Context: an optimization exercise on an open-source flow, tuned for small area and a short achievable clock period. The choices shown serve that exercise and are no tape-out recipe.
Where RTL was checked, it was by simulation tests only, not by an equivalence proof against the original.
The RTL of runs 2 and 3 was laid out without a check of its function.
Power figures rest on the tool's default switching activity, not on a simulated workload.

### design/flow/config.mk
export PLATFORM = sky130hd
export DESIGN_NAME = pipelined_multiplier
export DESIGN_NICKNAME = pipelined_multiplier
export VERILOG_FILES = /design/flow/design.v
export SDC_FILE = /design/flow/constraint.sdc
export NUM_CORES = 4
export LEC_CHECK = 0
export CAP_MARGIN = 20
export CORE_MARGIN = 2
export CORE_UTILIZATION = 40
export SLEW_MARGIN = 20
### design/flow/constraint.sdc
create_clock -name core_clock -period 4.5 [get_ports {clk}]
set_input_delay 0.9000 -clock core_clock [delete_from_list [all_inputs] [get_ports {clk}]]
set_output_delay 0.9000 -clock core_clock [all_outputs]
set_load 0.01 [all_outputs]
### design/flow/design.v
module pipelined_multiplier (
    input clk,                 
    input rst,                 
    input [10:0] n1,           
    input [7:0] n2,        
    output reg [18:0] product  
);
    reg [10:0] reg_n1_stage1;
    reg [7:0] reg_n2_stage1;
    reg [18:0] partial_product_stage2;
    reg [18:0] final_product_stage3;
    always @(posedge clk or posedge rst) begin
        if (rst) begin
            reg_n1_stage1 <= 11'b0;
            reg_n2_stage1 <= 8'b0;
        end else begin
            reg_n1_stage1 <= n1;
            reg_n2_stage1 <= n2;
        end
    end
    always @(posedge clk or posedge rst) begin
        if (rst) begin
            partial_product_stage2 <= 19'b0;
        end else begin
            partial_product_stage2 <= reg_n1_stage1 * reg_n2_stage1; 
        end
    end
    always @(posedge clk or posedge rst) begin
        if (rst) begin
            final_product_stage3 <= 19'b0;
        end else begin
            final_product_stage3 <= {3'b000, partial_product_stage2};     
        end
    end
    always @(posedge clk or posedge rst) begin
        if (rst) begin
            product <= 19'b0;
        end else begin
            product <= final_product_stage3;
        end
    end
endmodule
### design/flow/run.sh
#!/bin/bash
# synth_recipe.tcl (not shown) runs the flow's synth.tcl, then flattens the netlist and writes it again
# the make line also repeats each setting of config.mk as NAME=value (left out here)
make -C /OpenROAD-flow-scripts/flow DESIGN_CONFIG=/design/flow/config.mk WORK_HOME=/design/flow/orfs CLKGATE_MAP_FILE= SYNTH_SCRIPT=/design/flow/synth_recipe.tcl finish
==> reports/metrics.cfg, run 1 <==
[status]
run_status = timing/DRC/antenna clean

[worst_setup_path]
arrival_time_at_the_worst_endpoint_ps = 4570
cp_max_fo = 8
required_ps = 4730
start_kind = flop
timing.critical_path.to_type = flop
crit_type = reg -> reg
ff2ff_setup_slack_ps = 160

[pwr]
power.density_cell_area_mw_per_mm2 = 565
power.share.sequential_pct = 30.2
p_sw_share_pct = 35.0
switchingPower_mw = 1.14
max-vdd-ir-drop_mv = 0.286
pwr-share-clk_pct = 23.9
comb_power_share_pct = 45.9
power_leakage_nw = 2.78
p_int_mw = 2.12

[die]
design.core.area_mm2 = 0.0120
ios = 40
floorplan.rows = 40
die-area_mm2 = 0.0131
die_x_um = 114
chipHeight_um = 114
initial_utilization_pct = 40.7

[layout]
seqCellArea_mm2 = 0.00191
areaGrowthSynthToFinish_pct = 18.8
finalNonFillerCells = 618
num_antenna_cells = 0
leading_cell_types_in_the_layout_fill_and_taps_excluded = inv_1 (73), and2_1 (73), dfrtp_1 (67), fa_1 (54), clkdlybuf4s50_1 (39)
fillCellCount = 1076
final_area_mm2 = 0.00579
post_route_cells_drive_above_1_share_pct = 9.34
final_core_utilization_pct = 48.4
layout_net_count = 580
multi_input_area_mm2 = 0.00265

[sta]
timing.slew.headroom_pct = 48.0
tightest_slew_ps = 780
fin_crit_share_pct = 96.5
worst_setup_slack_after_layout_ps = 157
worst_clock_skew_ps = 4.94
report.final.slew_viol_count = 0
setup_violations = 0
final_period_minus_worst_setup_slack_ps = 4340
fin_setup_tns_ps = 0
finalHoldViolations = 0
timing_limited_maximum_frequency_mhz = 230
grt_setup_unrepaired = false

[placed_design]
dp.cells = 599
dp_hpwl_mm = 6.55
gp_routability_congestion = 0.902
placement_setup_slack_ps = 79.1
port_buffers = 39
postPlaceCellArea_mm2 = 0.00541

[synth]
muxShareOfSynthArea_pct = 0.206
synth-edff-count = 0
yosysTopAreaCell = dfrtp_1
synth_top_family_by_area = adder cells
avgSynthCellArea_um2 = 11.5
netlist-cell-type-count = 37
netlist_area_mm2 = 0.00487
parity_gate_share_of_the_synthesized_area_counting_xor_and_xnor_cells_pct = 2.52
postSynth.asyncResetShare_pct = 100
postSynthRegisterBits = 76
synthesis.nets = 536
synth_compound_gate_area_share_pct = 6.04
synth-simple-area-share_pct = 13.1
synth-main-ff-cell = dfrtp_1
synth.area.top_cells = dfrtp_1 (39%), fa_1 (22%), ha_1 (10%), and2_1 (9.4%), inv_1 (5.7%)
post-synth-top-area-fraction_pct = 39.1
synth-adder-area-share_pct = 32.2
yosys_warnings = 1
gate_count_post_synth = 422
yosysSeqAreaShare_pct = 39.1

[drt]
antenna_left = 0
drt_pass1_iterations = 4
drt-initial-drc-count = 132
drcViolationCount = 0
number_of_vias_per_cell_after_detailed_routing = 4.86
detailroute.via_count = 3006
wire_per_inst_um = 13.5
finalWirelength_mm = 8.34

[clock_tree]
root_buffer = clkbuf_16
path_clk_slew_ps = 60
max_buffers_root_to_sink = 2
cts_buffers = 9
clock-sinks = 76
htree_num_levels = 3
clock_latency_ps = 340
cts_tree = built

[grt]
grt_remaining_overflow = 0
gr-usage-all-layers_pct = 14.4
antenna_found_initial = 0
grt_first_pass_wirelength_mm = 14.3
first_global_vias = 3067
largest_net_degree_at_the_start_of_global_routing = 48

[worst_hold_path]
min_path_type = reg -> reg

[run]
maxCapViolCount = 0

metrics by stage:
step | total power, mW | hold WS [ps]
after floorplan | 2.08 | 331
after global placement | 2.46 | 332
after detailed placement | 2.48 | 336
after CTS | 3.28 | 346
after global routing | 3.55 | 353
final | 3.27 | 344
what timing repair did:
| action | in CTS | in global routing |
|---|---|---|
| endpoints found under the setup margin | 0 | 2 |
| buffers inserted | 0 | 3 |
| hold buffers | 0 | 0 |
| gates resized for setup | 0 | 11 |
cells in the mapped netlist, types with 2 or more instances:
cell,n
dfrtp_1,76
inv_1,74
and2_1,73
fa_1,54
ha_1,39
nand2_1,27
xnor2_1,10
clkbuf_1,9
a21oi_1,7
nor2_1,5
o21ai_0,5
a21oi_2,4
xor2_1,4
a211oi_2,3
nand4_1,3
o21ai_1,3
a21o_1,2
buf_2,2
nand2b_1,2
nand3b_1,2
o211ai_2,2
worst max-delay path, cell delays in order, from the launching register on:
cell and delay (ps):
dfrtp_1 460, and2_1 220, fa_1 500, fa_1 530
fa_1 490, inv_1 50, fa_1 530, inv_1 40
ha_1 400, a211oi_2 250, nor2_1 90, a311oi_2 360
o21bai_1 150, xnor2_1 140
final timing paths:
kind                                                start                    endpoint  cells past startpoint
worst min register to register  partial_product_stage2[2]     final_product_stage3[2]                      0
min in group asynchronous                             rst                 product[10]                      2
worst max register to register           reg_n1_stage1[9]  partial_product_stage2[18]                     13
max in group asynchronous                             rst            reg_n1_stage1[3]                      3
worst max-delay path                     reg_n1_stage1[9]  partial_product_stage2[18]                     13
worst min-delay path            partial_product_stage2[2]     final_product_stage3[2]                      0
kinds of logic after synthesis:
logic type / after synthesis
AOI/OAI and AO/OA: 37
xor gates and xnor gates: 14
adders and majority gates: 93
buffers and inverters: 86
DFF: 76
muxes: 1
and+or+nand+nor: 115
state kept, by name (all words and copies together), names as in the netlist:
register / count
partial_product_stage2: 19
reg_n2_stage1: 8
product: 19
final_product_stage3: 19
reg_n1_stage1: 11
layer usage:
layer,wire [um],track usage (%),vias up
li1,-,-,1377
met1,3420,17.7,1554
met2,4360,23.5,61
met3,366,4.18,14
met4,185,6.42,0
met5,0,0,-
power groups by stage:
| stage | clock (mW) | sequential, mW | combinational [mW] |
|---|---|---|---|
| floorplan | 0 | 1.01 | 1.06 |
| global placement | 0 | 0.999 | 1.46 |
| detailed placement | 0 | 1.00 | 1.47 |
| CTS | 0.808 | 0.992 | 1.48 |
| global route | 0.842 | 1.01 | 1.69 |
| finish | 0.781 | 0.987 | 1.50 |
layout make-up:
cell class	instances	area share, %
Sequential cell	76	33.1
Inverter	74	4.82
Multi-Input combinational cell	260	45.7
Timing Repair Buffer	45	7.53
Clock inverter	3	1.19
Clock buffer	13	4.50
Tap cell	147	3.18
==> inputs of run 2 (changes only) <==
==> design/flow/design.v (replaced) <==
module pipelined_multiplier (
    input clk,
    input rst,
    input [10:0] n1,
    input [7:0] n2,
    output reg [18:0] product
);
    reg [10:0] a1, a2, a3;
    reg [7:0]  b1;
    reg [4:0]  b2;
    reg [1:0]  b3;
    reg [13:0] p2;
    reg [16:0] p3;
    reg        v1, v2, v3;
    always @(posedge clk) begin
        a1 <= n1; b1 <= n2;
        a2 <= a1; b2 <= b1[7:3]; p2 <= a1 * b1[2:0];
        a3 <= a2; b3 <= b2[4:3]; p3 <= p2 + ((a2 * b2[2:0]) << 3);
    end
    always @(posedge clk or posedge rst) begin
        if (rst) begin
            v1 <= 1'b0;
            v2 <= 1'b0;
            v3 <= 1'b0;
        end else begin
            v1 <= 1'b1;
            v2 <= v1;
            v3 <= v2;
        end
    end
    always @(posedge clk or posedge rst) begin
        if (rst)
            product <= 19'b0;
        else if (v3)
            product <= p3 + ((a3 * b3) << 6);
        else
            product <= 19'b0;
    end
endmodule
==> reports/metrics.cfg, run 2 <==
[status]
run_status = timing/DRC/antenna clean

[grt]
grt_first_pass_wirelength_mm = 17.7
gr-usage-all-layers_pct = 15.1
grt_remaining_overflow = 0
first_global_vias = 4066
antenna_found_initial = 0
largest_net_degree_at_the_start_of_global_routing = 23

[drt]
drt_pass1_iterations = 4
detailroute.via_count = 4057
drt-initial-drc-count = 124
antenna_left = 0
drcViolationCount = 0
finalWirelength_mm = 10.0
wire_per_inst_um = 12.2
number_of_vias_per_cell_after_detailed_routing = 4.93

[sta]
report.final.slew_viol_count = 0
fin_crit_share_pct = 89.3
timing_limited_maximum_frequency_mhz = 249
setup_violations = 0
worst_clock_skew_ps = 5.03
fin_setup_tns_ps = 0
finalHoldViolations = 0
tightest_slew_ps = 831
worst_setup_slack_after_layout_ps = 479
grt_setup_unrepaired = false
final_period_minus_worst_setup_slack_ps = 4020
timing.slew.headroom_pct = 44.5

[worst_setup_path]
r2r-end = p3[16]
cp_max_fo = 11
ff2ff_setup_slack_ps = 480
worstReg2RegStart = b2[2]
timing.critical_path.to_type = flop
required_ps = 4730
start_kind = flop
start_point_of_the_critical_path = b2[2]
worstSetupEndpoint = p3[16]
crit_type = reg -> reg
reg2regPathDepth = 17
arrival_time_at_the_worst_endpoint_ps = 4250

[clock_tree]
root_buffer = clkbuf_16
cts-resized-gates = 0
clock-sinks = 101
cts_buffers = 9
htree_num_levels = 3
cts.repair_timing.setup_buffer_count = 0
path_clk_slew_ps = 70
cts_tree = built
cts_hold_repair.buffers = 0
max_buffers_root_to_sink = 2
clock_latency_ps = 350

[pwr]
power.density_cell_area_mw_per_mm2 = 477
max-vdd-ir-drop_mv = 0.192
total_power_mw = 3.11
power_leakage_nw = 3.08

[layout]
layout_net_count = 743
post_route_cells_drive_above_1_share_pct = 3.89
num_antenna_cells = 0
seqCellArea_mm2 = 0.00213
final_area_mm2 = 0.00652
leading_cell_type_in_the_layout_fill_and_taps_excluded = dfxtp_1
top_register = product
largestRegisters = product (19), p3 (17), p2 (14)
multi_input_area_mm2 = 0.00327
leading_cell_types_in_the_layout_fill_and_taps_excluded = dfxtp_1 (79), nand2_1 (72), ha_1 (61), inv_1 (51), nor2_1 (44)
largest_register_ffs = 19
fillCellCount = 1312
areaGrowthSynthToFinish_pct = 15.7

[die]
floorplan.rows = 43
die_x_um = 123
design.core.area_mm2 = 0.0138
die-area_mm2 = 0.0150
ios = 40
chipHeight_um = 123
initial_utilization_pct = 40.7

[synth]
synth-main-ff-cell = dfxtp_1
yosys_warnings = 1
synthMostInstantiatedCell = dfxtp_1
yosysSeqAreaShare_pct = 37.8
gate_count_post_synth = 598
post-synth-top-area-fraction_pct = 28.1
yosys-top-cells-count = dfxtp_1 (79), nand2_1 (72), ha_1 (61)
synth.area.top_cells = dfxtp_1 (28%), ha_1 (14%), dfrtp_1 (9.8%), fa_1 (8.2%), nand2_1 (4.8%)
netlist_area_mm2 = 0.00563
synthesis.nets = 703
postSynth.asyncResetShare_pct = 21.8
yosysTopAreaCell = dfxtp_1
avgSynthCellArea_um2 = 9.42
synth-edff-count = 0
netlist-cell-type-count = 53
postSynthRegisterBits = 101

[placed_design]
postPlaceCellArea_mm2 = 0.00621
dp_hpwl_mm = 8.23
placement_setup_slack_ps = 497
port_buffers = 39
gp_routability_congestion = 0.856

[worst_hold_path]
min_path_type = reg -> reg

[run]
maxCapViolCount = 0

## run 2: cell count changes after synthesis, sizes merged, moves of 23 or more
cell   delta
dfxtp    +79
dfrtp    -54
nand2    +45
nor2     +39
and2     -31
fa       -31
inv      -23
## run 2: logic make-up after synthesis
family | synth area share [%]
simple gates | 17.5
fa+ha+maj | 21.7
buf+inv | 4.13
other cells | 0.0666
xor+xnor | 6.06
mux | 0.178
compound gates | 12.4
flops | 37.8
## run 2: how the worst min path moves through the flow
stage | start | endpoint | slack, ps | cells after the start
3_5_place_dp | p2[2] | p3[2] | 310 | 0
2_1_floorplan | b1[3] | b2[0] | 310 | 0
6_report | b2[4] | b3[1] | 330 | 0
3_3_place_gp | b2[4] | b3[1] | 310 | 0
4_1_cts | b2[4] | b3[1] | 330 | 0
5_1_grt | b1[6] | b2[3] | 340 | 0
## run 2: worst max-delay path, stage by stage, from the launching register on
cell and delay [ps]:
dfxtp_1 540, nand2_1 150, fa_1 560, inv_1 50, ha_1 220, fa_1 440, a211oi_2 230, o21ai_0 120
a21oi_1 230, xnor2_1 120, ha_1 360, nand3_1 80, nor2_1 100, a21oi_1 110, a21oi_1 260, nand3_1 130
nand2b_1 100, o211ai_1 90
## run 2: final cells by class
class	count	share of cell area, %
multi-input combinational	435	50.1
sequential	101	32.7
tap	180	3.45
inverter	52	2.99
timing repair buffer	39	5.99
clock buffer	10	3.51
clock inverter	6	1.21
## run 2: through the flow
step / std cells / util (%) / hold slack, ps
finish: 823 / 47.1 / 327
CTS: 823 / 47.1 / 329
global route: 823 / 47.1 / 340
floorplan: 598 / - / 310
global placement: 807 / 44.9 / 312
detailed placement: 807 / 44.9 / 313
## run 2: metal layers
layer | wire length [um] | up-vias | track usage, % | part of all wire [%]
met1 | 4460 | 1893 | 17.2 | 44
met4 | 158 | 0 | 5.68 | 1.6
met3 | 400 | 18 | 4.60 | 4.0
met2 | 5010 | 70 | 26.3 | 50
li1 | - | 2076 | - | -
met5 | 0 | - | 0 | 0
## run 2: power by group
group          total (mW)  switching, mW  internal (mW)
logic                1.17          0.601          0.565
registers            1.16         0.0829           1.07
clock network       0.789          0.347          0.443
total                3.11           1.03           2.08
==> inputs of run 3 (changes only) <==
==> design/flow/design.v (replaced) <==
module pipelined_multiplier (
    input clk,
    input rst,
    input [10:0] n1,
    input [7:0] n2,
    output reg [18:0] product
);
    reg [10:0] a1, a2, a3;
    reg [7:0]  b1, b2, b3;
    reg        v1, v2, v3;
    always @(posedge clk) begin
        a1 <= n1; b1 <= n2;
        a2 <= a1; b2 <= b1;
        a3 <= a2; b3 <= b2;
    end
    always @(posedge clk or posedge rst) begin
        if (rst) begin
            v1 <= 1'b0;
            v2 <= 1'b0;
            v3 <= 1'b0;
        end else begin
            v1 <= 1'b1;
            v2 <= v1;
            v3 <= v2;
        end
    end
    wire [7:0] b3g = b3 & {8{v3}};
    always @(posedge clk or posedge rst) begin
        if (rst)
            product <= 19'b0;
        else
            product <= a3 * b3g;
    end
endmodule
==> reports/metrics.cfg, run 3 <==
[grt]
grt_remaining_overflow = 0
largest_net_degree_at_the_start_of_global_routing = 47
grt_first_pass_wirelength_mm = 14.4
gr-usage-all-layers_pct = 14.1
antenna_found_initial = 0
first_global_vias = 3077

[layout]
final_core_utilization_pct = 50.6
leading_cell_types_in_the_layout_fill_and_taps_excluded = inv_1 (79), and3_1 (73), dfxtp_1 (56), fa_1 (53), clkdlybuf4s50_1 (39)
areaGrowthSynthToFinish_pct = 22.5
leading_cell_type_in_the_layout_fill_and_taps_excluded = inv_1
layout_net_count = 600
num_antenna_cells = 0
top_register = product
post_route_cells_drive_above_1_share_pct = 12.4
largest_register_ffs = 19

[sta]
worst_clock_skew_ps = 12.0
finalHoldViolations = 0
timing.slew.headroom_pct = 41.6
setup_violations = 0
final_period_minus_worst_setup_slack_ps = 4360
tightest_slew_ps = 875
fin_crit_share_pct = 96.8
report.final.slew_viol_count = 0
timing_limited_maximum_frequency_mhz = 230

[drt]
detailroute.via_count = 3059
antenna_left = 0
drt-initial-drc-count = 182
drcViolationCount = 0
drt_pass1_iterations = 4
finalWirelength_mm = 8.48
wire_per_inst_um = 13.4
number_of_vias_per_cell_after_detailed_routing = 4.82

[synth]
netlist-cell-type-count = 39
postSynthRegisterBits = 79
yosysSeqAreaShare_pct = 35.7
synth.area.top_cells = dfxtp_1 (24%), fa_1 (23%), dfrtp_1 (12%), ha_1 (10%), and3_1 (9.6%)
yosys-top-cells-count = inv_1 (80), and3_1 (73), dfxtp_1 (57)
postSynth.asyncResetShare_pct = 27.8
synthMostInstantiatedCell = inv_1
netlist_area_mm2 = 0.00474
yosys_warnings = 1
synth-edff-count = 0
synth-main-ff-cell = dfxtp_1
synthesis.nets = 555
gate_count_post_synth = 441
yosysTopAreaCell = dfxtp_1
avgSynthCellArea_um2 = 10.7
post-synth-top-area-fraction_pct = 24.1

[placed_design]
dp_hpwl_mm = 6.33
port_buffers = 39
gp_routability_congestion = 0.862

[die]
die-area_mm2 = 0.0127
die_x_um = 113
design.core.area_mm2 = 0.0115
ios = 40
chipHeight_um = 113
floorplan.rows = 39
initial_utilization_pct = 41.3

[clock_tree]
max_buffers_root_to_sink = 2
cts_hold_repair.buffers = 0
cts_buffers = 9
path_clk_slew_ps = 80
htree_num_levels = 3
clock-sinks = 79
clock_latency_ps = 340
root_buffer = clkbuf_16
cts_tree = built

[worst_hold_path]
hold_end = b3[0]
min_path_type = reg -> reg
hold_path.startpoint = b2[0]
min_delay_path_depth = 0

[pwr]
power.share.sequential_pct = 34.5
switchingPower_uw = 784
max-vdd-ir-drop_mv = 0.228
pwr-share-clk_pct = 30.1
p_sw_share_pct = 32.8
power_leakage_nw = 2.94
power.density_cell_area_mw_per_mm2 = 412
p_int_mw = 1.60
comb_power_share_pct = 35.3
total_power_mw = 2.39

[worst_setup_path]
worstReg2RegStart = v3
crit_type = reg -> reg
ff2ff_setup_slack_ps = 140
timing.critical_path.to_type = flop
required_ps = 4760
start_kind = flop
cp_max_fo = 23
r2r-end = product[17]
reg2regPathDepth = 16
arrival_time_at_the_worst_endpoint_ps = 4620

[run]
maxCapViolCount = 0

[status]
run_status = timing/DRC/antenna clean

[run 3: worst max-delay path by stage]
| stage | from | depth (start not counted) | end |
|---|---|---|---|
| floorplan | v3 | 17 | product[18] |
| global placement | v3 | 15 | product[17] |
| detailed placement | v3 | 15 | product[18] |
| CTS | b3[3] | 15 | product[18] |
| global route | v3 | 16 | product[17] |
| finish | v3 | 16 | product[17] |
[run 3: power groups by stage]
stage | clock network [mW] | logic, mW | registers (mW)
detailed placement | 0 | 0.766 | 0.841
global placement | 0 | 0.753 | 0.840
global route | 0.779 | 0.950 | 0.837
CTS | 0.742 | 0.770 | 0.826
floorplan | 0 | 0.494 | 0.857
finish | 0.720 | 0.843 | 0.825
[run 3: cell families (layout without fill, tap and decap cells)]
kind of cell | after synthesis | count (layout) | share of synthesized area, %
AO/OA/AOI/OAI | 30 | 30 | 5.18
XOR/XNOR | 13 | 13 | 2.40
adder cells (fa/ha/maj) | 93 | 93 | 33.1
buffers and inverters | 101 | 151 | 8.24
flip-flops | 79 | 79 | 35.7
multiplexers | 1 | 1 | 0.211
other | 1 | 1 | 0.0792
AND/OR/NAND/NOR | 123 | 123 | 15.0
[run 3: cell type report]
type,count,area (um^2)
fillers,1002,5670
clock buffers,9,225
clock inverters,7,73.8
inverters,80,300
multi-input cells,261,2770
repair buffers,55,557
flip-flops and latches,79,1690
well taps,143,179
[run 3: worst max-delay path: stages (launching register included)]
cell      delay (ps)
dfrtp_2          440
buf_6            150
buf_12           140
and3_1           160
fa_1             450
fa_1             530
fa_1             550
inv_1             50
fa_1             530
inv_1             70
ha_4             280
buf_4            130
o211ai_1         100
a31oi_2          280
o21ai_4          100
o221ai_2         170
xor2_1           150
[run 3: layer usage]
metal  part of all wire, %  GRT usage [%]
met5                     0              0
met4                   2.1           5.20
met3                   4.5           3.43
met2                    48           22.4
met1                    45           18.8
[run 3: per-stage QoR]
step	setup WS, ps	area [um^2]	cells	hold slack (ps)	TNS (ps)
floorplan	59.5	4740	441	310	0
global placement	108	5320	613	310	0
detailed placement	-1.73	5320	613	312	-1.73
CTS	62.8	5620	629	320	0
global route	-23.5	5800	634	326	-35.2
finish	143	5800	634	319	0
[run 3: repair_timing]
item / 4_1_cts / 5_1_grt
gates resized for setup: 1 / 21
cloned: 0 / 1
endpoints found under the setup margin: 1 / 7
pin swaps: 0 / 19
buffers inserted: 0 / 4

==> separate check: timing with driven ports <==
How much do the figures lean on ideal ports? The routed layouts below were timed once more, with nothing changed but the port constraints.
Step 1 (the two cells are an assumption about what drives the block):
set clk [get_ports {clk}]
set_driving_cell -lib_cell sky130_fd_sc_hd__clkbuf_16 $clk
set_driving_cell -lib_cell sky130_fd_sc_hd__buf_2 [delete_from_list [all_inputs] $clk]
Step 2 times the ports against the registers' clock, not the clock port: input delays grow and output delays shrink by t, the midpoint of the rising clock arrivals with the driver on.
Three values: ideal, step 1, step 2; two values: the first two.
run	t, ns	setup slack, ns	worst data-port slew with drivers (ns)
run 1	0.381	0.157 / 0.157 / 0.157	0.03
run 2	0.389	0.479 / 0.479 / 0.479	0.03
run 3	0.371	0.143 / 0.143 / 0.143	0.03
After both steps setup and hold are still met in every run listed.
